This design comes from an exercise in tuning for small area on the open sky130 flow, not from production work. Only simulation tests tie the RTL to the original design; equivalence was not proved. No run shown here takes its clock network from TritonCTS; it comes from the design's own scripts or RTL. The clock input has no modelled driver; a real chip could not lean on it and would need a root buffer or a full tree. Power figures rest on the tool's default switching activity, not on a simulated workload.

**design.v**
```verilog
module DebouncePulse (
    input  clk,
    input  in,
    output out
);
    reg  [3:0] t;
    wire [3:0] s = t ^ 4'b1011;
    always @(posedge clk) begin
        t[0] <= ~(in & (~s[1] | s[2]));
        t[1] <= ~(in & ~s[2]);
        t[2] <=   in & (s[2] ^ s[3]);
        t[3] <= ~(in & ~s[0]);
    end
    assign out = s[0] & s[1] & s[2];
endmodule
module UART (
    input        rst,
    input        clk,
    input        pop,       
    input  [2:0] code,      
    output       ready,
    output       tx
);
    localparam [13:0] PV = 14'h000a;    
    reg  [13:0] vt;
    wire [13:0] v = vt ^ PV;
    wire baud = (v == 14'h0E53);
    always @(posedge clk) begin
        if (rst)       vt <= 14'd0 ^ PV;
        else if (baud) vt <= 14'd1 ^ PV;
        else           vt <= {v[12:0], ~(v[13] ^ v[12])} ^ PV;
    end
    localparam [3:0] PU = 4'h1;          
    reg  [3:0] ut;
    wire [3:0] u = ut ^ PU;
    reg  [3:0] u_n;
    reg  [2:0] cd;
    always @* begin
        if (rst) u_n = 4'd0;
        else case (u)
            4'd0:  u_n = pop ? 4'd1 : 4'd0;
            4'd1:  u_n = 4'd2;
            4'd2:  u_n = baud ? 4'd3 : 4'd2;
            4'd3:  u_n = baud ? 4'd4 : 4'd3;
            4'd4:  u_n = baud ? 4'd5 : 4'd4;
            4'd5:  u_n = baud ? 4'd6 : 4'd5;
            4'd6:  u_n = baud ? 4'd7 : 4'd6;
            4'd7:  u_n = baud ? 4'd8 : 4'd7;
            4'd8:  u_n = baud ? 4'd9 : 4'd8;
            4'd9:  u_n = baud ? 4'd10 : 4'd9;
            4'd10: u_n = baud ? 4'd11 : 4'd10;
            4'd11: u_n = baud ? 4'd12 : 4'd11;
            default: u_n = 4'd0;
        endcase
    end
    always @(posedge clk) begin
        ut <= u_n ^ PU;
        if (u == 4'd0 && pop) cd <= code;
    end
    assign ready = (u == 4'd0) | (u == 4'd1);
    wire [3:0] d = (cd == 3'd5) ? 4'd8 : {1'b0, cd};
    reg txr;
    always @* case (u)
        4'd3:  txr = 1'b0;           
        4'd4:  txr = d[0];
        4'd5:  txr = d[1];
        4'd6:  txr = d[2];
        4'd7:  txr = d[3];
        4'd8, 4'd9, 4'd10, 4'd11: txr = 1'b0;
        default: txr = 1'b1;         
    endcase
    assign tx = txr;
endmodule
module PmodGYRO (
	input rst,
	input clk,
	output reg cs,
	output     sclk,
	output reg mosi,
	input      miso,
	output [15:0] data_x,
	output [15:0] data_y,
	output [15:0] data_z,
	output        valid,
	output        update
);
	localparam [16:0] PC = 17'h00000;
	localparam [2:0]  PB = 3'h0;
	localparam [1:0]  PP = 2'h0;
	reg [16:0] ct;
	reg  [2:0] bt;
	reg  [1:0] pt;
	reg        fin;
	wire [16:0] c  = ct ^ PC;
	wire  [2:0] b  = bt ^ PB;
	wire  [1:0] ph = pt ^ PP;
	reg [47:0] sr;
	reg [47:0] xyz;
	reg        vld;
	wire run  = &ph;
	wire last = run ? (b == 3'd6) : (b == 3'd1);    
	wire e    = c[3] & c[0] & (fin ? b[2] : c[7]);
	reg [16:0] c_n;
	reg  [2:0] b_n;
	reg  [1:0] ph_n;
	reg        fin_n;
	always @* begin
		c_n   = c;
		b_n   = b;
		ph_n  = ph;
		fin_n = fin;
		if (rst) begin
			c_n   = 17'd11;
			b_n   = 3'd4;
			ph_n  = 2'd0;
			fin_n = 1'b1;
		end else if (e) begin
			c_n = 17'd9;
			if (fin) begin
				b_n   = 3'd0;
				fin_n = 1'b0;
				if (!run && !c[1]) ph_n = ph + 2'd1;
			end else if (last) begin
				b_n   = 3'd0;
				fin_n = 1'b1;
			end else
				b_n = b + 3'd1;
		end else begin
			c_n = c + 17'd1;
			if (fin && (&c)) b_n = b + 3'd1;
		end
	end
	always @(posedge clk) begin
		ct  <= c_n ^ PC;
		bt  <= b_n ^ PB;
		pt  <= ph_n ^ PP;
		fin <= fin_n;
	end
	always @(posedge clk)
		cs <= rst | (fin & (cs | ~c[0]));
	wire load = run & fin & ~cs & c[0];
	assign update = run & fin & ~cs & ~c[0];
	reg nb;
	wire [2:0] bi = run ? ((b == 3'd0) ? 3'd4 : 3'd5) : {1'b0, ph + b[1:0]};
	always @* case ({bi, c[6:4]})
		6'd2: nb = 1'b1;
		6'd12: nb = 1'b1;
		6'd13: nb = 1'b1;
		6'd14: nb = 1'b1;
		6'd15: nb = 1'b1;
		6'd18: nb = 1'b1;
		6'd21: nb = 1'b1;
		6'd27: nb = 1'b1;
		6'd32: nb = 1'b1;
		6'd33: nb = 1'b1;
		6'd34: nb = 1'b1;
		6'd36: nb = 1'b1;
		default: nb = 1'b0;
	endcase
	always @(posedge clk) begin
		if (rst)
			mosi <= 1'b0;
		else if (!fin && c[3:0] == 4'd15)
			mosi <= nb;
	end
	assign sclk = fin | c[3];
	always @(posedge clk)
		if (c[3:0] == 4'd7)
			sr <= {sr[46:0], miso};
	always @(posedge clk) begin
		if (load)
			xyz <= {sr[7:0], sr[15:8], sr[23:16], sr[31:24], sr[39:32], sr[47:40]};
		if (rst)
			vld <= 1'b0;
		else if (load)
			vld <= 1'b1;
	end
	assign data_z = xyz[47:32];
	assign data_y = xyz[31:16];
	assign data_x = xyz[15:0];
	assign valid  = vld;
endmodule
module TopGlove (
    input clk,
    input rst,
    input [1:0] sw,
    input btn_up,
    input btn_down,
    input btn_left,
    input btn_center,
    output gyro_cs,
    output gyro_sclk,
    output gyro_mosi,
    input  gyro_miso,
    output reg [15:0] LED,
    input       master_rts,
    output      master_rx,
    input       master_tx,
    output      master_cts
);
    wire up_p, down_p, left_p, center_p;
    DebouncePulse db_up(.clk(clk), .in(btn_up), .out(up_p));
    DebouncePulse db_down(.clk(clk), .in(btn_down), .out(down_p));
    DebouncePulse db_left(.clk(clk), .in(btn_left), .out(left_p));
    DebouncePulse db_center(.clk(clk), .in(btn_center), .out(center_p));
    assign master_cts = 0;
    wire [15:0] data_x, data_y, data_z;
    wire valid, update;
    PmodGYRO pgyro0 (
        .rst   (rst),
        .clk   (clk),
        .cs    (gyro_cs),
        .sclk  (gyro_sclk),
        .mosi  (gyro_mosi),
        .miso  (gyro_miso),
        .data_x(data_x),
        .data_y(data_y),
        .data_z(data_z),
        .valid (valid),
        .update(update)
    );
    reg [2:0] buffer [0:3];
    reg [1:0] head, tail;
    wire [1:0] head_inc = {head[0], ~head[1]};
    wire [1:0] tail_inc = {tail[0], ~tail[1]};
    reg       tb;       
    wire ready;
    wire pop = ready && !master_rts && head != tail;
    UART master (
        .rst  (rst),
        .clk  (clk),
        .pop  (pop),
        .code (buffer[head]),
        .ready(ready),
        .tx   (master_rx)
    );
    wire notfull = (tail == 2'b10) || (tail_inc != head);
    wire [4:0] g = tb ? data_z[15:11] : data_y[15:11];
    wire g_neg = g[4] & ~&g[3:0];    
    wire g_pos = ~g[4] & |g[3:1];    
    reg       push;
    reg [2:0] wcode;
    always @* begin
        push = 1'b1;
        if (left_p)        wcode = 3'd4;
        else if (center_p) wcode = 3'd5;
        else if (up_p)     wcode = 3'd6;
        else if (down_p)   wcode = 3'd7;
        else begin
            wcode = {1'b0, ~tb, g_pos};
            push  = update & (g_neg | g_pos);
        end
    end
    always @(posedge clk) begin
        if (notfull && push)
            buffer[tail] <= wcode;
        if (rst) begin
            head <= 0;
            tail <= 0;
            tb   <= 0;
        end else begin
            if (pop)
                head <= head_inc;
            if (notfull && push)
                tail <= tail_inc;
            if (!notfull)
                tb <= 0;
            else if (!(left_p | center_p | up_p | down_p) && update)
                tb <= ~tb;
        end
    end
    wire sel_x = valid & ~sw[1] & ~sw[0];
    wire sel_y = valid & ~sw[1] & sw[0];
    wire sel_z = valid & sw[1];
    always @*
        LED = ({16{sel_x}} & data_x) | ({16{sel_y}} & data_y) | ({16{sel_z}} & data_z);
endmodule
```
**constraint.sdc**
```tcl
create_clock -name core_clock -period 10.0 [get_ports {clk}]
set_input_delay 2.0000 -clock core_clock [delete_from_list [all_inputs] [get_ports {clk}]]
set_output_delay 2.0000 -clock core_clock [all_outputs]
set_load 0.01 [all_outputs]
```
**flow/area_safe.abc**
```
strash
dc2
dch -f
amap
topo
```
**flow/run.sh**
```bash
#!/bin/bash
# The standard layout, with these changes:
#  - synthesis maps logic with an area-oriented ABC script (flow/area.abc)
#    in place of ORFS's speed script; everything else in synthesis is as
#    standard.sh runs it. Should ABC fail on it, synthesis is rerun with
#    flow/area_safe.abc, the same mapping without the don't-care passes;
#  - port buffers are sky130_fd_sc_hd__buf_1;
#  - the clock tree is built by flow/cts_tree.tcl (a root buffer driving
#    leaf buffers of at most CTS_TREE_MAX_SINKS flip-flops each) in place
#    of TritonCTS.
# Each step's full output is in the ORFS logs under orfs/logs; the make
# output of each call is in synth.log, synth_safe.log and standard.log.
set -uo pipefail
export CTS_TREE_NET=clk CTS_TREE_MAX_SINKS=18 CTS_TREE_LEAF=sky130_fd_sc_hd__clkbuf_8 CTS_TREE_ROOT=sky130_fd_sc_hd__clkbuf_4
W=$(pwd)
make_synth_script() {  # $1 = ABC script, $2 = output name
  sed "s#^  log_cmd abc {\*}\$abc_args#  set abc_args [lreplace \$abc_args 1 1 $1]\n  log_cmd abc {*}\$abc_args#" \
    "$FLOW_HOME/scripts/synth.tcl" > "$W/synth_$2.tcl"
  sed "s#source \$::env(SCRIPTS_DIR)/synth.tcl#source $W/synth_$2.tcl#" synth_recipe.tcl > "$W/synth_recipe_$2.tcl"
}
make_synth_script "$W/flow/area.abc" area
make_synth_script "$W/flow/area_safe.abc" safe
S="$W/synth_recipe_area.tcl"
if ! bash standard.sh "SYNTH_SCRIPT=$S" synth > synth.log 2>&1; then
  S="$W/synth_recipe_safe.tcl"
  bash standard.sh "SYNTH_SCRIPT=$S" synth > synth_safe.log 2>&1 || exit 1
fi
bash standard.sh "SYNTH_SCRIPT=$S" \
  "BUFFER_PORTS_ARGS=-buffer_cell sky130_fd_sc_hd__buf_1" \
  "PRE_CTS_TCL=$W/flow/cts_tree.tcl" \
  finish > standard.log 2>&1
```
**config.mk**
```make
export PLATFORM = sky130hd
export DESIGN_NAME = TopGlove
export DESIGN_NICKNAME = TopGlove
export VERILOG_FILES = /design/flow/design.v
export SDC_FILE = /design/flow/constraint.sdc
export NUM_CORES = 4
export LEC_CHECK = 0
export CAP_MARGIN = 20
export CORE_MARGIN = 2
export CORE_UTILIZATION = 40
export CTS_BUF_LIST = sky130_fd_sc_hd__clkbuf_8
export SLEW_MARGIN = 20
```
**flow/cts_tree.tcl**
```tcl
# Sourced before CTS (PRE_CTS_TCL). Replaces TritonCTS with a two-level
# clock tree: the flip-flops are split by recursive median bisection into
# groups of at most CTS_TREE_MAX_SINKS, each group is driven by a leaf
# buffer at its centre, and one root buffer, driven by the clock port,
# drives the leaf buffers. All flip-flops are two buffers from the port.
rename clock_tree_synthesis __triton_clock_tree_synthesis

proc cts_tree_bisect {pts maxn} {
  set n [llength $pts]
  if {$n <= $maxn} { return [list $pts] }
  set xs {}; set ys {}
  foreach p $pts { lappend xs [lindex $p 0]; lappend ys [lindex $p 1] }
  set dx [expr {[tcl::mathfunc::max {*}$xs] - [tcl::mathfunc::min {*}$xs]}]
  set dy [expr {[tcl::mathfunc::max {*}$ys] - [tcl::mathfunc::min {*}$ys]}]
  set k [expr {$dx >= $dy ? 0 : 1}]
  set s [lsort -integer -index $k $pts]
  set g [expr {($n + $maxn - 1) / $maxn}]
  set g1 [expr {$g / 2}]
  set cut [expr {int(round(double($n) * $g1 / $g))}]
  return [concat [cts_tree_bisect [lrange $s 0 [expr {$cut - 1}]] $maxn] \
                 [cts_tree_bisect [lrange $s $cut end] $maxn]]
}

proc cts_tree_place {inst x y} {
  set m [$inst getMaster]
  $inst setLocation [expr {int($x - [$m getWidth] / 2)}] [expr {int($y - [$m getHeight] / 2)}]
  $inst setPlacementStatus PLACED
}

proc clock_tree_synthesis {args} {
  set db [ord::get_db]
  set block [ord::get_db_block]
  set clk [$block findNet $::env(CTS_TREE_NET)]
  set pts {}
  foreach it [$clk getITerms] {
    set bb [[$it getInst] getBBox]
    lappend pts [list [expr {([$bb xMin] + [$bb xMax]) / 2}] \
                      [expr {([$bb yMin] + [$bb yMax]) / 2}] $it]
  }
  set groups [cts_tree_bisect $pts $::env(CTS_TREE_MAX_SINKS)]
  set leafm [$db findMaster $::env(CTS_TREE_LEAF)]
  set rootm [$db findMaster $::env(CTS_TREE_ROOT)]
  set rootnet [odb::dbNet_create $block clknet_root]
  $rootnet setSigType CLOCK
  set i 0; set sx 0.0; set sy 0.0
  foreach grp $groups {
    set cx 0.0; set cy 0.0
    foreach p $grp { set cx [expr {$cx + [lindex $p 0]}]; set cy [expr {$cy + [lindex $p 1]}] }
    set cx [expr {$cx / [llength $grp]}]; set cy [expr {$cy / [llength $grp]}]
    set net [odb::dbNet_create $block clknet_leaf_$i]
    $net setSigType CLOCK
    foreach p $grp {
      set it [lindex $p 2]
      $it disconnect
      $it connect $net
    }
    set buf [odb::dbInst_create $block $leafm clkbuf_leaf_$i]
    [$buf findITerm A] connect $rootnet
    [$buf findITerm X] connect $net
    cts_tree_place $buf $cx $cy
    puts "cts_tree: leaf $i drives [llength $grp] sinks at ([expr {int($cx)}], [expr {int($cy)}])"
    set sx [expr {$sx + $cx}]; set sy [expr {$sy + $cy}]
    incr i
  }
  set root [odb::dbInst_create $block $rootm clkbuf_root]
  [$root findITerm A] connect $clk
  [$root findITerm X] connect $rootnet
  cts_tree_place $root [expr {$sx / $i}] [expr {$sy / $i}]
  puts "cts_tree: root drives $i leaf buffers"
  global_connect
  set_propagated_clock [all_clocks]
}
```
**standard.sh**
```bash
#!/bin/bash
# synth_recipe.tcl (not shown) runs the flow's synth.tcl, then flattens the netlist and writes it again
# the make line also repeats each setting of config.mk as NAME=value (left out here)
make -C /OpenROAD-flow-scripts/flow DESIGN_CONFIG=/design/flow/config.mk WORK_HOME=/design/flow/orfs CLKGATE_MAP_FILE= SYNTH_SCRIPT=/design/flow/synth_recipe.tcl "${@:-finish}"
```
**flow/area.abc**
```
strash
bogus_command_xyz
```
==> impl_metrics.ini, run 1 <==
[route]
drtAntennaViolNets = 0
wl_per_cell_um = 14.9
dr.pass1.iters = 5
drc = 0
vias = 3857
vias_per_cell = 5.15
drt_iter0_markers = 306
wl_mm = 11.1

[yosys]
synth_area_per_cell_um2 = 13.0
synth_top_flop_cell = edfxtp_1
netlist_instances = 489
synth_seq_cells = 176
synth_top_cell_by_area = edfxtp_1
async_flop_share = 0
netlist_area_um2 = 6340
synthTopCellsByArea = edfxtp_1, dfxtp_1, clkinv_1
synth.distinct_cells = 42
yosys_warnings = 4
synth_top_cell_area_share = 0.525
syn-num-nets = 507
synth_common_cells = edfxtp_1, dfxtp_1, clkinv_1, nor2_1, nand2_1
yosysSeqAreaShare = 0.730
yosysMostFrequentCell = edfxtp_1
synth_edf_count = 111

[floorplan]
pin_count = 32
core_region_area_um2 = 15700
die_w_um = 130
row_count = 46
start_util = 0.404
fp.dieH_um = 130
die-area_um2 = 16900

[final_layout]
seqCellArea_um2 = 4630
multi_input_area_um2 = 1520
nNetsFinal = 552
fillers = 1444
final_cell_area_um2 = 6930
synthToLayoutAreaGrowth_pct = 9.25
drive_above_1_share = 0.0357

[placed_design]
dp_hpwl_mm = 7.24
dpl_cell_area_um2 = 6780
routabilityCongestion = 0.801
io_buffers = 29

[timing]
slew_violations = 0
final_hold_viol_count = 0
clock_skew_ns = 0.0196
worst_slew_pin_slew_ns = 0.794
setup_violations = 0
hold_ws_ns = 0.393
rsz0062_at_grt = false
min_period_ns = 5.42
post-route-period-util = 0.542
fin_tns_setup_ns = 0
fmax_mhz = 185
max_slew_margin = 0.470

[global_routing]
grt_overflow = 0
grt_antenna_before_repair = 1
gr-usage-all-layers = 0.130
first_global_vias = 3715
grt_pass1_wl_mm = 18.1
grt_max_degree = 50

[worst_setup_path]
worst_setup_path_start_kind = input port
arrival_ns = 3.42
worst_path_dominant_cell_family = simple AND/OR/NAND/NOR gates
cp_slowest_cell = nor3b_4
crit_chain = buf_1 > nor3b_4 > a222oi_1 > clkinv_1 > buf_1
end_kind = output pin
regToRegSetupSlack_ns = 7.01
r2r_start = pgyro0.ct[0]
worst-path-buf-inv = 3
crit_top_cell = buf_1
regToRegEndpoint = pgyro0.bt[2]
worstSetupPathType = input port to output pin
reg2reg_depth = 18
slowest_delay_ns = 0.71
cp_data_required_time_ns = 8.00
critPathMaxFanout = 16

[hold_path]
hp-start = db_center.t[0]
hold_depth = 1
hold_path_end = db_center.t[3]
worstHoldPathType = flop to flop

[clocking]
cts_setup_buffers = 0
ctsResizeCount = 0
cts_hold_buf = 0
cts.clk_slew.worst_paths_ns = 0.10
clock_latency_ns = 0.53

[run_status]
status = timing/DRC/antenna clean

[power]
power_density_nw_per_um2 = 184
peakVddDrop_mv = 0.118
cellLeakagePower_nw = 2.19

[flow_run]
maxCapViolCount = 0
registers in the layout, indices dropped and copies added (netlist names), 3 cells and up:
name / count
db_down.t: 4
pgyro0.bt: 3
pgyro0.sr: 48
buffer: 12
pgyro0.ct: 17
master.vt: 14
master.ut: 4
db_center.t: 4
pgyro0.xyz: 48
db_left.t: 4
master.cd: 3
db_up.t: 4
metrics by stage:
step	setup slack (ns)	total power, W	utilization	instances
global route	4.44	0.00135	0.441	748
CTS	4.56	0.00129	0.441	748
global placement	4.26	0.000995	0.431	737
finish	4.58	0.00128	0.441	749
detailed placement	4.57	0.00100	0.432	737
floorplan	4.69	0.000958	-	489
cells in the final DEF, fill, tap and decap left out, types with 5 or more instances in the layout:
cell type,instances
nand2_1,36
a31oi_1,8
nand3_1,7
and3_1,6
buf_1,29
clkinv_1,60
ha_1,7
nor2b_1,5
edfxtp_1,111
a211oi_1,12
nor2_1,52
dfxtp_1,65
clkbuf_8,10
a221oi_1,7
a222oi_1,16
o21ai_0,15
a21oi_1,16
nor3_1,17
worst register-to-register path: cells and delay by family (launching register included):
kind                       cells  cell delay, ns
adders and majority gates      2            0.36
buffers and inverters          1            0.13
DFF                            1            0.42
and+or+nand+nor               13            1.73
AOI/OAI and AO/OA              2            0.23
how the worst max path moves through the flow:
stage | startpoint | to | slack [ns] | cells past startpoint
3_5_place_dp | sw[0] | LED[15] | 4.57 | 5
3_3_place_gp | sw[1] | LED[15] | 4.26 | 5
5_1_grt | sw[0] | LED[13] | 4.44 | 5
4_1_cts | sw[0] | LED[15] | 4.56 | 5
2_1_floorplan | sw[1] | LED[0] | 4.69 | 3
6_report | sw[0] | LED[13] | 4.58 | 5
layer usage:
layer	wire, um	global-route usage	vias to the layer above
met4	138	0.0158	0
met3	506	0.0160	11
met1	5250	0.187	1865
li1	-	-	1914
met5	0	0	-
met2	5230	0.218	67
area by class of cell:
class / instances / share of cell area
sequential: 176 / 0.669
multi-input combinational: 252 / 0.219
tap: 216 / 0.0390
inverter: 60 / 0.0325
buffer: 11 / 0.0209
timing repair buffer: 33 / 0.0200
antenna: 1 / 0.000361
report_power, final:
part	leakage, nW	internal [W]	switching, W
combinational	0.573	0.0000523	0.000101
clock	0.0765	0.0000936	0.000197
sequential	1.54	0.000803	0.0000317
total	2.19	0.000948	0.000330
cells by family after synthesis:
family	synth area share
simple gates	0.107
compound gates	0.111
flops	0.730
buf+inv	0.0367
fa+ha+maj	0.0138
other cells	0.000591
==> inputs of run 2 (changes only) <==
==> flow/area.abc (replaced) <==
strash
dc2
dch -f
amap -m
topo
mfs3 -aez
topo
strash
dch -f
amap -m
topo
mfs3 -aez
topo
strash
dch -f
amap -m
topo
mfs3 -aez
topo
strash
dch -f
amap -m
topo
mfs3 -aez
topo
strash
dch -f
amap -m
topo
mfs3 -aez
topo
==> run 2 against run 1 <==
Effect of this change: register-to-register slack got worse by 0.13 ns; die area shrank 1.6%; cell count down 6.0%; clock power about the same; synthesized area is 1.6% lower; global-route usage down 0.36 points; largest cell class unchanged; highest routed layer is now met5.
==> impl_metrics.ini, run 2 <==
[run_status]
status = timing/DRC/antenna clean

[floorplan]
die-area_um2 = 16600
start_util = 0.411
fp.dieH_um = 129
die_w_um = 129
core_region_area_um2 = 15200
row_count = 45
pin_count = 32

[route]
vias = 3711
vias_per_cell = 5.27
wl_per_cell_um = 15.1
dr.pass1.iters = 5
drc = 0
drtAntennaViolNets = 0
drt_iter0_markers = 292
wl_mm = 10.6

[hold_path]
hold_depth = 1
worstHoldPathType = flop to flop

[global_routing]
first_global_vias = 3575
gr-usage-all-layers = 0.126
grt_max_degree = 50
grt_antenna_before_repair = 1
grt_pass1_wl_mm = 17.3
grt_overflow = 0

[placed_design]
io_buffers = 29
routabilityCongestion = 0.804
dp_hpwl_mm = 6.82
dpl_cell_area_um2 = 6640
dp_slack_ns = 4.48

[yosys]
synth_top_cell_area_share = 0.534
yosysMostFrequentCell = edfxtp_1
synth_edf_count = 111
synth_common_cells = edfxtp_1, dfxtp_1, nor2_1, clkinv_1, nand2_1
synth_top_cell_by_area = edfxtp_1
synth_area_per_cell_um2 = 13.2
async_flop_share = 0
synth_top_flop_cell = edfxtp_1
synth_seq_cells = 176
netlist_instances = 472
synth.distinct_cells = 36
netlist_area_um2 = 6240
yosysSeqAreaShare = 0.743
yosys_warnings = 4
syn-num-nets = 490
synthTopCellsByArea = edfxtp_1, dfxtp_1, nor2_1

[final_layout]
multi_input_area_um2 = 1440
final_cell_area_um2 = 6780
synthToLayoutAreaGrowth_pct = 8.64
utilization = 0.446
fillers = 1391
nNetsFinal = 536
antenna_cells = 0
drive_above_1_share = 0.0368
final_common_cell = edfxtp_1
reg_top3 = pgyro0.sr: 48 flops, pgyro0.xyz: 48 flops, pgyro0.ct: 17 flops
final_cell_mix = edfxtp_1, dfxtp_1, nor2_1
seqCellArea_um2 = 4630

[worst_setup_path]
crit_chain = buf_1 > and2_0 > a222oi_1 > clkinv_1 > buf_1
arrival_ns = 3.48
worstSetupPathType = input port to output pin
reg2reg_depth = 18
slowest_delay_ns = 0.88
critPathMaxFanout = 16
crit_top_cell = buf_1
cp_slowest_cell = and2_0
end_kind = output pin
cp_data_required_time_ns = 8.00
worst_setup_path_start_kind = input port

[clocking]
clock_latency_ns = 0.54
cts_hold_buf = 0
ctsResizeCount = 0
cts_setup_buffers = 0
cts.clk_slew.worst_paths_ns = 0.11

[timing]
clock_skew_ns = 0.0123
max_slew_margin = 0.264
slew_violations = 0
min_period_ns = 5.48
hold_ws_ns = 0.391
fmax_mhz = 183
setup_violations = 0
post-route-period-util = 0.548
worst_slew_pin_slew_ns = 1.10
fin_tns_setup_ns = 0
final_hold_viol_count = 0
setup_slack_ns = 4.52
rsz0062_at_grt = false

[power]
power_density_nw_per_um2 = 186
peakVddDrop_mv = 0.0733
cellLeakagePower_nw = 2.19

[flow_run]
maxCapViolCount = 0
[run 2: cell types whose count changed after synthesis, moves of 4 or more]
cell | previous run | this run
nor3_1 | 18 | 23
and3_1 | 6 | 10
o22ai_1 | 4 | 14
clkinv_1 | 60 | 49
nand2_1 | 36 | 29
o21ai_0 | 15 | 21
a211oi_1 | 12 | 7
nand4_1 | 4 | 0
a31oi_1 | 8 | 2
[run 2: layout make-up]
cell class / count / area share
Sequential cell: 176 / 0.684
Timing Repair Buffer: 34 / 0.0216
Multi-Input combinational cell: 246 / 0.212
Buffer: 11 / 0.0214
Tap cell: 188 / 0.0347
Inverter: 49 / 0.0271
[run 2: layer usage]
layer | global-route usage | vias up | wire [um]
met4 | 0.0230 | 2 | 207
met1 | 0.179 | 1753 | 4940
li1 | - | 1843 | -
met5 | 0 | - | 13
met2 | 0.213 | 96 | 4930
met3 | 0.0137 | 17 | 556
[run 2: critical path, delay by kind of cell]
| kind | cells | cell delay (ns) |
|---|---|---|
| AOI/OAI and AO/OA | 1 | 0.22 |
| buffers and inverters | 3 | 0.37 |
| and+or+nand+nor | 1 | 0.88 |
[run 2: metrics by stage]
stage	std cells	total power (W)
3_5_place_dp	693	0.000985
6_report	704	0.00126
3_3_place_gp	693	0.000979
2_1_floorplan	472	0.000944
4_1_cts	704	0.00127
5_1_grt	704	0.00132
[run 2: worst paths after layout]
kind / from / to / slack (ns)
max: sw[1] / LED[14] / 4.52
min: master.vt[2] / master.vt[3] / 0.39
max reg2reg: pgyro0.ct[0] / pgyro0.bt[2] / 6.88
min reg2reg: master.vt[2] / master.vt[3] / 0.39
[run 2: cell families (layout without fill, tap and decap cells)]
logic type,count (synthesis),in the layout,share of synthesized area
adder cells (fa/ha/maj),7,7,0.0140
multiplexers,1,1,0.00160
AO/OA/AOI/OAI,98,98,0.108
flip-flops,176,176,0.743
AND/OR/NAND/NOR,139,139,0.102
buffers and inverters,50,94,0.0307
other,1,1,0.000601
[run 2: power breakdown]
part           switching [W]  internal [W]
combinational      0.0000889     0.0000498
clock               0.000198     0.0000935
sequential         0.0000328      0.000800
total               0.000320      0.000944
==> inputs of run 3 (changes only) <==
--- a/design.v
+++ b/design.v
@@ -92,3 +92,2 @@
 	reg  [1:0] pt;
-	reg        fin;
 	wire [16:0] c  = ct ^ PC;
@@ -100,4 +99,5 @@
 	wire run  = &ph;
+	wire fin  = cs | c[8];
 	wire last = run ? (b == 3'd6) : (b == 3'd1);    
-	wire e    = c[3] & c[0] & (fin ? b[2] : c[7]);
+	wire e    = c[3] & c[1] & (fin ? (b[2] & c[8]) : c[7]);
 	reg [16:0] c_n;
@@ -105,22 +105,18 @@
 	reg  [1:0] ph_n;
-	reg        fin_n;
 	always @* begin
-		c_n   = c;
-		b_n   = b;
-		ph_n  = ph;
-		fin_n = fin;
+		c_n  = c;
+		b_n  = b;
+		ph_n = ph;
 		if (rst) begin
-			c_n   = 17'd11;
-			b_n   = 3'd4;
-			ph_n  = 2'd0;
-			fin_n = 1'b1;
+			c_n  = 17'h10109;
+			b_n  = 3'd4;
+			ph_n = 2'd0;
 		end else if (e) begin
-			c_n = 17'd9;
+			c_n = 17'd10;
 			if (fin) begin
-				b_n   = 3'd0;
-				fin_n = 1'b0;
-				if (!run && !c[1]) ph_n = ph + 2'd1;
+				b_n = 3'd0;
+				if (!run && !c[16]) ph_n = ph + 2'd1;
 			end else if (last) begin
-				b_n   = 3'd0;
-				fin_n = 1'b1;
+				b_n = 3'd0;
+				c_n = 17'h10A;
 			end else
@@ -133,11 +129,9 @@
 	always @(posedge clk) begin
-		ct  <= c_n ^ PC;
-		bt  <= b_n ^ PB;
-		pt  <= ph_n ^ PP;
-		fin <= fin_n;
-	end
-	always @(posedge clk)
-		cs <= rst | (fin & (cs | ~c[0]));
-	wire load = run & fin & ~cs & c[0];
-	assign update = run & fin & ~cs & ~c[0];
+		ct <= c_n ^ PC;
+		bt <= b_n ^ PB;
+		pt <= ph_n ^ PP;
+		cs <= rst | (fin & ~e);
+	end
+	wire load = run & ~fin & e & last;
+	assign update = run & fin & ~cs;
 	reg nb;
--- a/config.mk
+++ b/config.mk
@@ -11,2 +11,3 @@
 export CTS_BUF_LIST = sky130_fd_sc_hd__clkbuf_8
+export GPL_TIMING_DRIVEN = 0
 export SLEW_MARGIN = 20
==> run 3 against run 2 <==
Effect of this change: critical path depth unchanged; largest cell class unchanged; via count down 0.67%; first-iteration DRC count is 2.1% higher; register-to-register slack got worse by 0.08 ns; sequential cell count shrank 1; sequential power is 3.4% lower; critical endpoint is now LED[12]; global-route usage down 0.18 points; routed wire length fell by 1.3%; still clean; critical path type unchanged.
==> impl_metrics.ini, run 3 <==
[global_routing]
grt_overflow = 0
first_global_vias = 3511
grt_pass1_wl_mm = 17.0
grt_max_degree = 29
grt_antenna_before_repair = 1
gr-usage-all-layers = 0.124

[worst_setup_path]
end_kind = output pin
critPathMaxFanout = 16
arrival_ns = 3.50
cp_data_required_time_ns = 8.00
worstSetupPathType = input port to output pin
worst_setup_path_start_kind = input port

[timing]
min_period_ns = 5.50
worst_slew_pin_slew_ns = 1.08
fmax_mhz = 182
post-route-period-util = 0.550
setup_slack_ns = 4.50
setup_violations = 0
rsz0062_at_grt = false
clock_skew_ns = 0.0110
fin_tns_setup_ns = 0
final_hold_viol_count = 0
max_slew_margin = 0.280
slew_violations = 0

[route]
vias = 3686
vias_per_cell = 5.16
dr.pass1.iters = 6
wl_mm = 10.5
drc = 0
wl_per_cell_um = 14.7
drtAntennaViolNets = 0
drt_iter0_markers = 298

[yosys]
synth_seq_cells = 175
synth_top_cell_area_share = 0.535
yosysMostFrequentCell = edfxtp_1
netlist_instances = 482
synth_top_flop_cell = edfxtp_1
netlist_area_um2 = 6230
synthTopCellsByArea = edfxtp_1, dfxtp_1, nor2_1
synth_common_cells = edfxtp_1, nor2_1, dfxtp_1, clkinv_1, nand2_1
synth.distinct_cells = 34
synth_top_cell_by_area = edfxtp_1
yosys_warnings = 4
async_flop_share = 0
synth_edf_count = 111
syn-num-nets = 500
synth_area_per_cell_um2 = 12.9
yosysSeqAreaShare = 0.741

[floorplan]
core_region_area_um2 = 15200
row_count = 45
die_w_um = 129
die-area_um2 = 16600
start_util = 0.410
fp.dieH_um = 129
pin_count = 32

[final_layout]
drive_above_1_share = 0.0380
reg_top3 = pgyro0.sr: 48 flops, pgyro0.xyz: 48 flops, pgyro0.ct: 17 flops
fillers = 1406
final_cell_mix = edfxtp_1, nor2_1, dfxtp_1
nNetsFinal = 546
final_common_cell = edfxtp_1
synthToLayoutAreaGrowth_pct = 9.28

[hold_path]
worstHoldPathType = flop to flop

[clocking]
clock_latency_ns = 0.52
cts.clk_slew.worst_paths_ns = 0.10
cts_hold_buf = 0
ctsResizeCount = 0
cts_setup_buffers = 0

[power]
clkPwrFrac = 0.244
intPower_w = 0.000908
power_density_nw_per_um2 = 172
cellLeakagePower_nw = 2.19
power_frac_seq = 0.687
peakVddDrop_mv = 0.125
pwr-share-comb = 0.070
net-switching-power_w = 0.000264
power_w = 0.00117
sw_frac_of_total = 0.226

[flow_run]
maxCapViolCount = 0

[placed_design]
io_buffers = 29
routabilityCongestion = 0.775
dp_hpwl_mm = 7.00
dp_slack_ns = 4.46

[run_status]
status = timing/DRC/antenna clean
==> run 3: logic make-up (layout without fill, tap and decap cells) <==
family          Yosys count  after routing  share of synthesized area
compound gates           94             94                      0.103
xor+xnor                  1              1                    0.00141
flops                   175            175                      0.741
simple gates            150            150                      0.106
mux                       1              1                    0.00161
fa+ha+maj                 7              7                     0.0141
other cells               1              2                   0.000602
buf+inv                  53             97                     0.0325
==> run 3: power by group through the flow <==
stage	Clock [W]	Sequential [W]	Combinational (W)
3_5_place_dp	0	0.000821	0.0000814
4_1_cts	0.000301	0.000804	0.0000820
3_3_place_gp	0	0.000820	0.0000772
5_1_grt	0.000324	0.000809	0.0000948
6_report	0.000286	0.000805	0.0000816
2_1_floorplan	0	0.000816	0.0000614
==> run 3: path summary, 6_finish.rpt <==
kind	start	end	slack, ns	cells after the start
min reg2reg	db_down.t[0]	db_down.t[3]	0.39	1
max reg2reg	pgyro0.ct[1]	pgyro0.bt[2]	6.80	20
max	sw[1]	LED[12]	4.50	5
min	db_down.t[0]	db_down.t[3]	0.39	1
==> run 3: critical path, stage by stage <==
cell and delay [ns]:
buf_1 0.15, and2_0 0.87, a222oi_1 0.20, clkinv_1 0.12, buf_1 0.16
==> run 3: through the flow <==
| step | util | std cells | hold WS [ns] | cell area, um^2 |
|---|---|---|---|---|
| floorplan | - | 482 | 0.358 | 6230 |
| global placement | 0.432 | 699 | 0.365 | 6570 |
| detailed placement | 0.437 | 702 | 0.372 | 6650 |
| CTS | 0.447 | 713 | 0.396 | 6790 |
| global route | 0.448 | 714 | 0.414 | 6800 |
| finish | 0.448 | 715 | 0.393 | 6810 |
==> run 3: final cells by class <==
class,instances,area (um^2),area share
Antenna cell,1,2.50,0.000368
Buffer,12,153,0.0224
Inverter,52,195,0.0287
Multi-Input combinational cell,254,1430,0.210
Sequential cell,175,4610,0.678
Tap cell,188,235,0.0346
Timing Repair Buffer,33,179,0.0263
==> run 3: routing by layer <==
layer,GRT usage,part of all wire
met1,0.180,0.48
met2,0.205,0.45
met3,0.0141,0.047
met4,0.0217,0.019
met5,0,0
==> inputs of run 4 (changes only) <==
--- a/config.mk
+++ b/config.mk
@@ -11,3 +11,2 @@
 export CTS_BUF_LIST = sky130_fd_sc_hd__clkbuf_8
-export GPL_TIMING_DRIVEN = 0
 export SLEW_MARGIN = 20
==> run 4 against run 3 <==
Effect of this change: critical path depth is the same; via count grew 0.33%; sequential cell count is the same; sequential power is essentially flat; clock power is essentially flat; register-to-register slack lost 0.05 ns; routed wire length shrank 0.18%; sequential share of layout area grew 0.46 points; setup slack lost 0.098 ns.
==> impl_metrics.ini, run 4 <==
[route]
drtAntennaViolNets = 0
drc = 0
vias_per_cell = 5.19
dr.pass1.iters = 5
wl_per_cell_um = 14.7
drt_iter0_markers = 254
wl_mm = 10.5
vias = 3698

[floorplan]
fp.dieH_um = 129
row_count = 45
core_region_area_um2 = 15200
pin_count = 32
die_w_um = 129
start_util = 0.410
die-area_um2 = 16600

[timing]
post-route-period-util = 0.560
min_period_ns = 5.60
fin_tns_setup_ns = 0
fmax_mhz = 179
clock_skew_ns = 0.0135
final_hold_viol_count = 0
setup_violations = 0
worst_slew_pin_slew_ns = 1.13
max_slew_margin = 0.248
slew_violations = 0
rsz0062_at_grt = false

[final_layout]
synthToLayoutAreaGrowth_pct = 8.54
multi_input_area_um2 = 1430
nNetsFinal = 545
final_cell_area_um2 = 6760
final_common_cell = edfxtp_1
utilization = 0.445
seqCellArea_um2 = 4610
final_cell_mix = edfxtp_1, nor2_1, dfxtp_1
fillers = 1394
reg_top3 = pgyro0.sr: 48 flops, pgyro0.xyz: 48 flops, pgyro0.ct: 17 flops
antenna_cells = 0
drive_above_1_share = 0.0343

[yosys]
yosysMostFrequentCell = edfxtp_1
syn-num-nets = 500
yosys_warnings = 4
async_flop_share = 0
synth_xor_area_frac = 0.00141
synth_top_family_by_area = simple AND/OR/NAND/NOR gates
synth.distinct_cells = 34
synth_area_per_cell_um2 = 12.9
netlist_area_um2 = 6230
synth_top_cell_area_share = 0.535
synth_fa_ha_area_frac = 0.0141
synth_edf_count = 111
yosys.area_share.simple = 0.106
synthTopCellsByArea = edfxtp_1, dfxtp_1, nor2_1
synth_top_cell_by_area = edfxtp_1
synth_top_flop_cell = edfxtp_1
synth_compound_area_frac = 0.103
yosysSeqAreaShare = 0.741
synth_mux_area_frac = 0.00161
netlist_instances = 482
synth_common_cells = edfxtp_1, nor2_1, dfxtp_1, clkinv_1, nand2_1
synth_seq_cells = 175

[placed_design]
dp_hpwl_mm = 6.76
io_buffers = 29
routabilityCongestion = 0.789
dpl_cell_area_um2 = 6620

[worst_setup_path]
worst-path-buf-inv = 3
crit_chain = buf_1 > and2_0 > a222oi_1 > clkinv_1 > buf_1
slowest_delay_ns = 0.91
cp_data_required_time_ns = 8.00
crit_top_cell = buf_1
worst_setup_path_start_kind = input port
cp_slowest_cell = and2_0
worstSetupPathType = input port to output pin
arrival_ns = 3.60
critPathMaxFanout = 16
end_kind = output pin
worst_path_dominant_cell_family = simple AND/OR/NAND/NOR gates

[global_routing]
gr-usage-all-layers = 0.123
grt_overflow = 0
grt_max_degree = 50
grt_pass1_wl_mm = 17.0
grt_antenna_before_repair = 1
first_global_vias = 3513

[clocking]
cts_setup_buffers = 0
cts.clk_slew.worst_paths_ns = 0.10
clock_latency_ns = 0.53
ctsResizeCount = 0
cts_hold_buf = 0

[power]
cellLeakagePower_nw = 2.17
power_density_nw_per_um2 = 173
peakVddDrop_mv = 0.0872

[run_status]
status = timing/DRC/antenna clean

[hold_path]
worstHoldPathType = flop to flop

[flow_run]
maxCapViolCount = 0
[run 4: final timing paths]
check / start / endpoint / slack (ns) / cells after the start
max: sw[1] / LED[15] / 4.40 / 5
min: db_center.t[0] / db_center.t[3] / 0.39 / 1
max reg2reg: pgyro0.ct[1] / pgyro0.bt[2] / 6.75 / 20
min reg2reg: db_center.t[0] / db_center.t[3] / 0.39 / 1
[run 4: kinds of logic (layout without fill, tap and decap cells)]
| kind of cell | after synthesis | in the layout |
|---|---|---|
| compound gates | 94 | 94 |
| xor+xnor | 1 | 1 |
| fa+ha+maj | 7 | 7 |
| buf+inv | 53 | 96 |
| flops | 175 | 175 |
| mux | 1 | 1 |
| other cells | 1 | 1 |
| simple gates | 150 | 150 |
[run 4: final cells by class]
class	instances	share of cell area
buffer	11	0.0215
inverter	52	0.0289
multi-input combinational	254	0.212
sequential	175	0.683
tap	188	0.0348
timing repair buffer	33	0.0205
[run 4: per-layer routing]
metal / GRT usage / share of wire / up-vias
met3: 0.0170 / 0.052 / 13
met5: 0 / 0.0012 / -
met1: 0.179 / 0.48 / 1738
met2: 0.205 / 0.46 / 87
li1: - / - / 1858
met4: 0.0153 / 0.014 / 2
[run 4: power by group]
part	internal, W	switching [W]	total [W]
clock network	0.0000935	0.000192	0.000286
registers	0.000784	0.0000204	0.000804
logic	0.0000301	0.0000510	0.0000811
total	0.000908	0.000264	0.00117
[run 4: stage by stage]
| step | setup WS [ns] | total power [W] | cells | hold WS (ns) |
|---|---|---|---|---|
| 6_report | 4.40 | 0.00117 | 713 | 0.394 |
| 5_1_grt | 4.32 | 0.00123 | 713 | 0.412 |
| 4_1_cts | 4.41 | 0.00119 | 713 | 0.396 |
| 3_5_place_dp | 4.43 | 0.000902 | 702 | 0.372 |
| 3_3_place_gp | 4.31 | 0.000897 | 702 | 0.365 |
| 2_1_floorplan | 4.66 | 0.000877 | 482 | 0.358 |
==> inputs of run 5 (changes only) <==
--- a/design.v
+++ b/design.v
@@ -86,19 +86,15 @@
 );
-	localparam [16:0] PC = 17'h00000;
-	localparam [2:0]  PB = 3'h0;
-	localparam [1:0]  PP = 2'h0;
-	reg [16:0] ct;
-	reg  [2:0] bt;
-	reg  [1:0] pt;
-	wire [16:0] c  = ct ^ PC;
-	wire  [2:0] b  = bt ^ PB;
-	wire  [1:0] ph = pt ^ PP;
-	reg [47:0] sr;
+	reg  [7:0] c;
+	reg  [8:0] h;
+	reg  [2:0] b;
+	reg  [1:0] ph;
+	reg [38:0] sr;
 	reg [47:0] xyz;
 	reg        vld;
-	wire run  = &ph;
-	wire fin  = cs | c[8];
-	wire last = run ? (b == 3'd6) : (b == 3'd1);    
-	wire e    = c[3] & c[1] & (fin ? (b[2] & c[8]) : c[7]);
-	reg [16:0] c_n;
+	wire run    = &ph;
+	wire fin    = cs | (c[7] & c[6]);
+	wire last   = run ? (b == 3'd6) : (b == 3'd1);    
+	wire sample = c[3:0] == 4'd7;                    
+	wire e      = c[7] & c[1] & (fin ? (b[2] & c[6]) : c[3]);
+	reg  [7:0] c_n;
 	reg  [2:0] b_n;
@@ -110,13 +106,13 @@
 		if (rst) begin
-			c_n  = 17'h10109;
-			b_n  = 3'd4;
+			c_n  = 8'hC1;
+			b_n  = 3'd5;
 			ph_n = 2'd0;
 		end else if (e) begin
-			c_n = 17'd10;
+			c_n = 8'd10;
 			if (fin) begin
 				b_n = 3'd0;
-				if (!run && !c[16]) ph_n = ph + 2'd1;
+				if (!run && !b[0]) ph_n = ph + 2'd1;
 			end else if (last) begin
 				b_n = 3'd0;
-				c_n = 17'h10A;
+				c_n = 8'hC2;
 			end else
@@ -124,10 +120,14 @@
 		end else begin
-			c_n = c + 17'd1;
-			if (fin && (&c)) b_n = b + 3'd1;
+			c_n = c + 8'd1;
+			if (fin && (&c) && (&h)) b_n = b + 3'd1;
 		end
 	end
+	wire       h_en = fin ? ~e : (sample | e & last);
+	wire [8:0] h_d  = fin ? h + {8'd0, &c} : (e ? 9'd0 : {h[7:0], miso});
 	always @(posedge clk) begin
-		ct <= c_n ^ PC;
-		bt <= b_n ^ PB;
-		pt <= ph_n ^ PP;
+		c  <= c_n;
+		b  <= b_n;
+		ph <= ph_n;
+		if (h_en)
+			h <= h_d;
 		cs <= rst | (fin & ~e);
@@ -161,7 +161,8 @@
 	always @(posedge clk)
-		if (c[3:0] == 4'd7)
-			sr <= {sr[46:0], miso};
+		if (sample)
+			sr <= {sr[37:0], h[8]};
+	wire [47:0] ch = {sr, h};
 	always @(posedge clk) begin
 		if (load)
-			xyz <= {sr[7:0], sr[15:8], sr[23:16], sr[31:24], sr[39:32], sr[47:40]};
+			xyz <= {ch[7:0], ch[15:8], ch[23:16], ch[31:24], ch[39:32], ch[47:40]};
 		if (rst)
==> run 5 against run 4 <==
Effect of this change: cell count up 0.42%; clock skew hardly changed; clock power decreased by 1%; cell area shrank 0.39%; first-iteration DRC count is 50% higher; sequential cell count decreased by 9; register-to-register slack got worse by 0.04 ns; setup slack better by 0.11 ns; via count rose by 4.7%; hold slack got worse by 0.0052 ns; critical path type unchanged; critical endpoint unchanged.
==> impl_metrics.ini, run 5 <==
[power]
intPower_w = 0.000991
cellLeakagePower_nw = 2.16
net-switching-power_w = 0.000390
sw_frac_of_total = 0.282
clkPwrFrac = 0.204
power_frac_seq = 0.639
power_w = 0.00138
peakVddDrop_mv = 0.0786
pwr-share-comb = 0.157
power_density_nw_per_um2 = 205

[timing]
clock_skew_ns = 0.0139
fmax_mhz = 182
post-route-period-util = 0.550
worst_slew_pin_slew_ns = 1.02
fin_tns_setup_ns = 0
max_slew_margin = 0.317
min_period_ns = 5.50
rsz0062_at_grt = false
slew_violations = 0
final_hold_viol_count = 0
setup_violations = 0

[yosys]
synth_top_flop_cell = edfxtp_1
synth_top_family_by_area = compound AO/OA/AOI/OAI gates
synth_mux_area_frac = 0
synth_fa_ha_area_frac = 0.0203
synth.distinct_cells = 39
synth_area_per_cell_um2 = 12.8
synth_seq_cells = 166
synth_top_cell_by_area = edfxtp_1
yosysMostFrequentCell = edfxtp_1
synthTopCellsByArea = edfxtp_1, dfxtp_1, clkinv_1
yosys_warnings = 4
netlist_instances = 483
synth_edf_count = 111
synth_xor_area_frac = 0.00142
synth_top_cell_area_share = 0.541
synth_common_cells = edfxtp_1, clkinv_1, nor2_1, dfxtp_1, nand2_1
yosys.area_share.simple = 0.101
netlist_area_um2 = 6170
yosysSeqAreaShare = 0.719
synth_compound_area_frac = 0.120
async_flop_share = 0
syn-num-nets = 504

[run_status]
status = timing/DRC/antenna clean

[placed_design]
dp_hpwl_mm = 7.33
routabilityCongestion = 0.817
io_buffers = 29

[worst_setup_path]
worst_setup_path_start_kind = input port
worst_path_dominant_cell_family = simple AND/OR/NAND/NOR gates
critPathMaxFanout = 16
cp.depth = 5
regToRegSetupSlack_ns = 6.71
cp_data_required_time_ns = 8.00
reg2reg_depth = 7
r2r_start = pgyro0.c[6]
startpoint = sw[1]
slowest_delay_ns = 0.84
cp_slowest_cell = and2_0
worstSetupPathType = input port to output pin
end_kind = output pin
regToRegEndpoint = pgyro0.h[4]
crit_top_cell = buf_1
crit_chain = buf_1 > and2_0 > a222oi_1 > clkinv_1 > buf_1
worst-path-buf-inv = 3
arrival_ns = 3.50

[final_layout]
synthToLayoutAreaGrowth_pct = 9.21
drive_above_1_share = 0.0361
fillers = 1376
largest_reg_flops = 48
final_cell_mix = edfxtp_1, clkinv_1, nor2_1
regMostFlops = pgyro0.xyz
final_common_cell = edfxtp_1
reg_top3 = pgyro0.xyz: 48 flops, pgyro0.sr: 39 flops, master.vt: 14 flops
nNetsFinal = 550

[global_routing]
gr-usage-all-layers = 0.133
grt_pass1_wl_mm = 18.2
first_global_vias = 3785
grt_max_degree = 50
grt_antenna_before_repair = 1
grt_overflow = 0

[clocking]
cts.clk_slew.worst_paths_ns = 0.10
clock_latency_ns = 0.53
cts_hold_buf = 0
ctsResizeCount = 0
cts_setup_buffers = 0

[floorplan]
pin_count = 32
start_util = 0.407
fp.dieH_um = 128
core_region_area_um2 = 15100
die_w_um = 128
row_count = 45
die-area_um2 = 16400

[route]
vias = 3872
vias_per_cell = 5.41
wl_per_cell_um = 15.4
dr.pass1.iters = 5
drc = 0
drt_iter0_markers = 380
drtAntennaViolNets = 0
wl_mm = 11.0

[hold_path]
hold_path_end = db_up.t[3]
worstHoldPathType = flop to flop
hold_depth = 1
hp-start = db_up.t[0]

[flow_run]
maxCapViolCount = 0
-- run 5: cell types whose count changed in the layout (fill, tap and decap cells not counted), moves of 4 or more --
cell,before,now
nor3_1,18,14
a211oi_1,6,1
o22ai_1,14,9
nor2_1,67,56
dfxtp_1,64,55
a22oi_1,7,2
o32ai_1,1,7
nand2_1,33,38
clkinv_1,52,59
-- run 5: cell type report --
cell class                 instances  area (um^2)  area share
inverter                          59          221      0.0329
multi-input combinational        257         1530       0.227
tap                              188          235      0.0349
timing repair buffer              34          166      0.0247
sequential                       166         4430       0.658
buffer                            11          145      0.0216
antenna                            1         2.50    0.000372
-- run 5: worst max path at each step --
stage,end,slack (ns)
after floorplan,LED[0],4.67
after global routing,LED[15],4.33
final,LED[15],4.50
after detailed placement,LED[15],4.36
after global placement,LED[15],4.37
after CTS,LED[15],4.36
-- run 5: metrics by stage --
step           worst slack (ns)  cells  hold slack [ns]  cell area, um^2   util
6_report                   4.50    716            0.388             6730  0.445
5_1_grt                    4.33    716            0.414             6730  0.445
4_1_cts                    4.36    714            0.390             6700  0.442
3_5_place_dp               4.36    703            0.364             6550  0.433
3_3_place_gp               4.37    703            0.365             6550  0.433
2_1_floorplan              4.67    483            0.358             6170      -
-- run 5: worst register-to-register path: cells and delay by family (launching register included) --
| kind | cells | cell delay [ns] |
|---|---|---|
| buffers and inverters | 3 | 0.81 |
| flip-flops | 1 | 0.47 |
| AND/OR/NAND/NOR | 2 | 0.26 |
| AO/OA/AOI/OAI | 2 | 1.37 |
-- run 5: layer usage --
layer	routed length, um	global-route usage
met1	5300	0.191
met2	5100	0.223
met3	385	0.00876
met4	231	0.0271
met5	0	0
-- run 5: kinds of logic after synthesis --
| family | after synthesis |
|---|---|
| adder cells (fa/ha/maj) | 10 |
| XOR/XNOR | 1 |
| flip-flops | 166 |
| AND/OR/NAND/NOR | 142 |
| other | 1 |
| buffers and inverters | 60 |
| AO/OA/AOI/OAI | 103 |
-- run 5: power by group through the flow --
stage	clock, W	sequential (W)	combinational [W]
4_1_cts	0.000295	0.000882	0.000216
2_1_floorplan	0	0.000877	0.000162
6_report	0.000282	0.000881	0.000217
3_3_place_gp	0	0.000893	0.000206
5_1_grt	0.000314	0.000892	0.000247
3_5_place_dp	0	0.000897	0.000214
==> inputs of run 6 (changes only) <==
--- a/design.v
+++ b/design.v
@@ -23,3 +23,3 @@
 );
-    localparam [13:0] PV = 14'h000a;    
+    localparam [13:0] PV = 14'h200a;    
     reg  [13:0] vt;
@@ -86,6 +86,12 @@
 );
-	reg  [7:0] c;
+	localparam [7:0] PC = 8'h20;
+	localparam [2:0] PB = 3'h0;
+	localparam [1:0] PP = 2'h0;
+	reg  [7:0] ct;
+	wire [7:0] c = ct ^ PC;
 	reg  [8:0] h;
-	reg  [2:0] b;
-	reg  [1:0] ph;
+	reg  [2:0] bt;
+	reg  [1:0] pt;
+	wire [2:0] b = bt ^ PB;
+	wire [1:0] ph = pt ^ PP;
 	reg [38:0] sr;
@@ -127,5 +133,5 @@
 	always @(posedge clk) begin
-		c  <= c_n;
-		b  <= b_n;
-		ph <= ph_n;
+		ct <= c_n ^ PC;
+		bt <= b_n ^ PB;
+		pt <= ph_n ^ PP;
 		if (h_en)
==> run 6 against run 5 <==
Effect of this change: synthesized area down 0.41%; critical path type unchanged; first-iteration DRC count up 6.6%; largest cell class unchanged; sequential share of layout area up 0.37 points; highest routed layer unchanged; clock skew up 0.0020 ns; die area down 0.39%.
==> impl_metrics.ini, run 6 <==
[flow_run]
maxCapViolCount = 0

[power]
clkPwrFrac = 0.207
power_w = 0.00136
intPower_w = 0.000983
pwr-share-comb = 0.145
power_frac_seq = 0.648
net-switching-power_w = 0.000377
sw_frac_of_total = 0.277
peakVddDrop_mv = 0.0755
power_density_nw_per_um2 = 203
cellLeakagePower_nw = 2.17

[yosys]
synth_seq_cells = 166
synth_top_flop_cell = edfxtp_1
syn-num-nets = 493
yosysSeqAreaShare = 0.722
netlist_area_um2 = 6140
synth.distinct_cells = 36
synth_edf_count = 111
synth_top_cell_area_share = 0.543
synth_top_cell_by_area = edfxtp_1
netlist_instances = 472
synthTopCellsByArea = edfxtp_1, dfxtp_1, clkinv_1
synth_area_per_cell_um2 = 13.0
async_flop_share = 0
yosysMostFrequentCell = edfxtp_1
synth_common_cells = edfxtp_1, clkinv_1, dfxtp_1, nor2_1, nand2_1
yosys_warnings = 4

[timing]
post-route-period-util = 0.550
clock_skew_ns = 0.0159
slew_violations = 0
rsz0062_at_grt = false
min_period_ns = 5.50
final_hold_viol_count = 0
fin_tns_setup_ns = 0
fmax_mhz = 182
max_slew_margin = 0.292
setup_violations = 0
worst_slew_pin_slew_ns = 1.06

[worst_setup_path]
reg2reg_depth = 7
arrival_ns = 3.50
worst_setup_path_start_kind = input port
r2r_start = pgyro0.ct[6]
end_kind = output pin
worstSetupPathType = input port to output pin
startpoint = sw[1]
regToRegEndpoint = pgyro0.xyz[24]
critPathMaxFanout = 16
regToRegSetupSlack_ns = 6.84
cp_data_required_time_ns = 8.00

[floorplan]
fp.dieH_um = 128
pin_count = 32
start_util = 0.407
row_count = 45
die-area_um2 = 16400
die_w_um = 128
core_region_area_um2 = 15100

[route]
drc = 0
vias = 3846
wl_per_cell_um = 15.8
vias_per_cell = 5.45
wl_mm = 11.1
drt_iter0_markers = 405
drtAntennaViolNets = 0
dr.pass1.iters = 5

[clocking]
cts.clk_slew.worst_paths_ns = 0.10
cts_setup_buffers = 0
cts_hold_buf = 0
clock_latency_ns = 0.53
ctsResizeCount = 0

[hold_path]
hp-start = db_center.t[0]
worstHoldPathType = flop to flop
hold_path_end = db_center.t[3]
hold_depth = 1

[global_routing]
grt.met2_usage = 0.223
grt.met3_usage = 0.0154
grt_overflow = 0
busiest_layer = met2
use_met1 = 0.188
grt_max_degree = 50
grt_pass1_wl_mm = 17.9
grt_antenna_before_repair = 1
first_global_vias = 3647
gr-usage-all-layers = 0.132

[final_layout]
reg_top3 = pgyro0.xyz: 48 flops, pgyro0.sr: 39 flops, master.vt: 14 flops
final_common_cell = edfxtp_1
synthToLayoutAreaGrowth_pct = 9.05
drive_above_1_share = 0.0387
final_cell_mix = edfxtp_1, clkinv_1, dfxtp_1
largest_reg_flops = 48
nNetsFinal = 540
fillers = 1352
regMostFlops = pgyro0.xyz
final_cell_area_um2 = 6700

[run_status]
status = timing/DRC/antenna clean

[placed_design]
routabilityCongestion = 0.880
io_buffers = 29
dpl_cell_area_um2 = 6540
dp_hpwl_mm = 7.30
-- run 6: cell types whose count changed in the layout (fill, tap and decap cells not counted), moves of 3 or more --
cell / previous run / this run
nand2_1: 38 / 28
a21oi_1: 17 / 23
nor2_1: 56 / 50
a211oi_1: 1 / 5
a22oi_1: 2 / 6
clkinv_1: 59 / 55
a31oi_1: 6 / 3
a32oi_1: 3 / 0
nand2b_1: 0 / 3
o221ai_1: 3 / 0
o22ai_1: 9 / 12
-- run 6: layer usage --
metal,up-vias,share of wire
li1,1880,-
met1,1866,0.48
met2,86,0.47
met3,14,0.042
met4,0,0.016
met5,-,0
-- run 6: worst max path at each step --
| stage | end | slack [ns] | cells after the start |
|---|---|---|---|
| after detailed placement | LED[12] | 4.35 | 5 |
| after floorplan | LED[0] | 4.67 | 3 |
| after CTS | LED[12] | 4.34 | 5 |
| final | LED[10] | 4.50 | 5 |
| after global routing | LED[10] | 4.34 | 5 |
| after global placement | LED[12] | 4.37 | 5 |
-- run 6: critical path, cell delays in order --
cell and delay, ns:
buf_1 0.16, and2_0 0.86, a222oi_1 0.23, clkinv_1 0.08, buf_1 0.15
-- run 6: per-stage QoR --
stage          hold slack [ns]  instances   util  worst slack, ns
6_report                 0.395        706  0.444             4.50
3_3_place_gp             0.365        694  0.434             4.37
5_1_grt                  0.406        705  0.444             4.34
3_5_place_dp             0.367        694  0.434             4.35
2_1_floorplan            0.358        472      -             4.67
4_1_cts                  0.398        705  0.443             4.34
-- run 6: logic make-up (layout without fill, tap and decap cells) --
| group | Yosys count | in the layout | share of synthesized area |
|---|---|---|---|
| adder cells (fa/ha/maj) | 10 | 10 | 0.0204 |
| AO/OA/AOI/OAI | 109 | 109 | 0.125 |
| other | 1 | 2 | 0.000611 |
| buffers and inverters | 56 | 101 | 0.0348 |
| flip-flops | 166 | 166 | 0.722 |
| AND/OR/NAND/NOR | 130 | 130 | 0.0970 |
-- run 6: power by group through the flow --
stage	combinational [W]	clock, W	sequential, W
detailed placement	0.000196	0	0.000897
floorplan	0.000145	0	0.000874
CTS	0.000197	0.000293	0.000881
finish	0.000197	0.000282	0.000881
global placement	0.000188	0	0.000892
global route	0.000222	0.000315	0.000891
-- run 6: layout make-up --
type,instances,area (um^2),area share
Antenna cell,1,2.50,0.000374
Buffer,11,145,0.0217
Inverter,55,206,0.0308
Multi-Input combinational cell,250,1520,0.227
Sequential cell,166,4430,0.662
Tap cell,188,235,0.0351
Timing Repair Buffer,35,154,0.0230
==> inputs of run 7 (changes only) <==
--- a/flow/run.sh
+++ b/flow/run.sh
@@ -13,3 +13,3 @@
 set -uo pipefail
-export CTS_TREE_NET=clk CTS_TREE_MAX_SINKS=18 CTS_TREE_LEAF=sky130_fd_sc_hd__clkbuf_8 CTS_TREE_ROOT=sky130_fd_sc_hd__clkbuf_4
+export CTS_TREE_NET=clk CTS_TREE_MAX_SINKS=19 CTS_TREE_LEAF=sky130_fd_sc_hd__clkbuf_8 CTS_TREE_ROOT=sky130_fd_sc_hd__clkbuf_4
 W=$(pwd)
==> run 7 against run 6 <==
Effect of this change: highest routed layer unchanged; critical path type unchanged; sequential cell count unchanged; first-iteration DRC count decreased by 4.9%; routed wire length down 0.33%.
==> impl_metrics.ini, run 7 <==
[route]
drc = 0
drtAntennaViolNets = 0
dr.pass1.iters = 5
drt_iter0_markers = 385
wl_mm = 11.1
vias_per_cell = 5.38
vias = 3794
wl_per_cell_um = 15.8

[timing]
max_slew_margin = 0.312
worst_slew_pin_slew_ns = 1.03
hold_ws_ns = 0.396
rsz0062_at_grt = false
post-route-period-util = 0.547
setup_violations = 0
final_hold_viol_count = 0
fmax_mhz = 183
clock_skew_ns = 0.0129
setup_slack_ns = 4.53
fin_tns_setup_ns = 0
slew_violations = 0
min_period_ns = 5.47

[yosys]
yosysMostFrequentCell = edfxtp_1
synth_common_cells = edfxtp_1, clkinv_1, dfxtp_1, nor2_1, nand2_1
synthTopCellsByArea = edfxtp_1, dfxtp_1, clkinv_1
synth_edf_count = 111
synth_area_per_cell_um2 = 13.0
synth.distinct_cells = 36
netlist_instances = 472
synth_top_cell_area_share = 0.543
synth_seq_cells = 166
syn-num-nets = 493
netlist_area_um2 = 6140
synth_top_flop_cell = edfxtp_1
async_flop_share = 0
yosysSeqAreaShare = 0.722
synth_top_cell_by_area = edfxtp_1
yosys_warnings = 4

[final_layout]
synthToLayoutAreaGrowth_pct = 8.82
final_cell_mix = edfxtp_1, clkinv_1, dfxtp_1
largest_reg_flops = 48
reg_top3 = pgyro0.xyz: 48 flops, pgyro0.sr: 39 flops, master.vt: 14 flops
fillers = 1361
drive_above_1_share = 0.0368
nNetsFinal = 539
final_common_cell = edfxtp_1
utilization = 0.443
regMostFlops = pgyro0.xyz

[power]
peakVddDrop_mv = 0.0745
cellLeakagePower_nw = 2.16
power_density_nw_per_um2 = 202

[global_routing]
first_global_vias = 3633
grt_max_degree = 50
grt_overflow = 0
gr-usage-all-layers = 0.131
grt_antenna_before_repair = 1
grt_pass1_wl_mm = 17.9

[placed_design]
dp_hpwl_mm = 7.30
io_buffers = 29
dp_slack_ns = 4.35
routabilityCongestion = 0.880

[floorplan]
fp.dieH_um = 128
row_count = 45
core_region_area_um2 = 15100
start_util = 0.407
pin_count = 32
die-area_um2 = 16400
die_w_um = 128

[worst_setup_path]
worstSetupPathType = input port to output pin
arrival_ns = 3.47
worst_setup_path_start_kind = input port
cp_data_required_time_ns = 8.00
end_kind = output pin
critPathMaxFanout = 16

[hold_path]
worstHoldPathType = flop to flop

[flow_run]
maxCapViolCount = 0

[clocking]
cts.clk_slew.worst_paths_ns = 0.11
ctsResizeCount = 0
clock_latency_ns = 0.51
cts_hold_buf = 0
cts_setup_buffers = 0

[run_status]
status = timing/DRC/antenna clean
## run 7: cell count changes in the layout (fill, tap and decap cells not counted), sizes merged
cell,change
clkbuf,-1
## run 7: worst max-delay path, stage by stage
cell and delay (ns):
buf_1 0.17, and2_0 0.84, a222oi_1 0.23, clkinv_1 0.08
buf_1 0.15
## run 7: through the flow
stage                     area, um^2  instances  power (W)
final                           6680        705    0.00135
after detailed placement        6540        694    0.00109
after floorplan                 6140        472    0.00102
after CTS                       6670        704    0.00136
after global placement          6540        694    0.00108
after global routing            6680        704    0.00142
## run 7: final cells by class
type	instances	area [um^2]	area share
sequential	166	4430	0.664
multi-input combinational	250	1520	0.227
tap	188	235	0.0352
inverter	55	206	0.0309
timing repair buffer	35	154	0.0230
buffer	10	131	0.0197
antenna	1	2.50	0.000374
## run 7: metal layers
metal  track usage  share of wire  vias up
met4        0.0207          0.018        0
li1              -              -     1879
met2         0.224           0.46       71
met5             0              0        -
met1         0.186           0.48     1830
met3        0.0142          0.037       14
## run 7: cell families after synthesis
family                     after synthesis  share of synthesized area
AOI/OAI and AO/OA                      109                      0.125
adders and majority gates               10                     0.0204
buffers and inverters                   56                     0.0348
DFF                                    166                      0.722
other                                    1                   0.000611
and+or+nand+nor                        130                     0.0970
## run 7: where the power goes
part | internal (W) | switching (W)
clock network | 0.0000850 | 0.000184
logic | 0.0000729 | 0.000124
registers | 0.000817 | 0.0000649
## run 7: worst paths after layout
check                                   from  slack (ns)  depth (start not counted)            end
worst max-delay path                   sw[1]        4.53                          5        LED[10]
worst min-delay path              db_up.t[0]        0.40                          1     db_up.t[3]
worst max register to register  pgyro0.ct[6]        6.85                          7  pgyro0.xyz[9]
worst min register to register    db_up.t[0]        0.40                          1     db_up.t[3]

port drivers added, routing unchanged:
The flow's constraints put no driver on any port. The routed layouts listed below were extracted and timed again, unchanged, in two steps. Step 1 (the two cells are an assumption about what drives the block):
set clk [get_ports {clk}]
set_driving_cell -lib_cell sky130_fd_sc_hd__clkbuf_16 $clk
set_driving_cell -lib_cell sky130_fd_sc_hd__buf_2 [delete_from_list [all_inputs] $clk]
Step 2 adds t to the input delays and takes it off the output delays; t is the mean of the earliest and latest rising clock arrival at the registers after step 1. Input paths then give back, and output paths get back, about the clock's delay inside the block. Three values: no drivers, after step 1, after step 2; two values: the first two.
run | t, ns | setup WS [ns] | worst setup path after step 2 | worst slew at a driven data input, ns | cell pins on the clock port's net
run 1 | 0.556 | 4.583 / 4.526 / 4.526 | input to output | 0.06 | 1
run 2 | 0.561 | 4.522 / 4.487 / 4.487 | input to output | 0.05 | 1
run 3 | 0.554 | 4.497 / 4.441 / 4.441 | input to output | 0.06 | 1
run 4 | 0.554 | 4.399 / 4.346 / 4.346 | input to output | 0.05 | 1
run 5 | 0.553 | 4.505 / 4.476 / 4.476 | input to output | 0.03 | 1
run 6 | 0.559 | 4.505 / 4.474 / 4.474 | input to output | 0.04 | 1
run 7 | 0.544 | 4.529 / 4.498 / 4.498 | input to output | 0.04 | 1
After both steps every run listed still meets setup and hold. For run 1, which loses most, drivers alone change the setup slack by -0.057 ns; drivers and shift together by -0.057 ns.
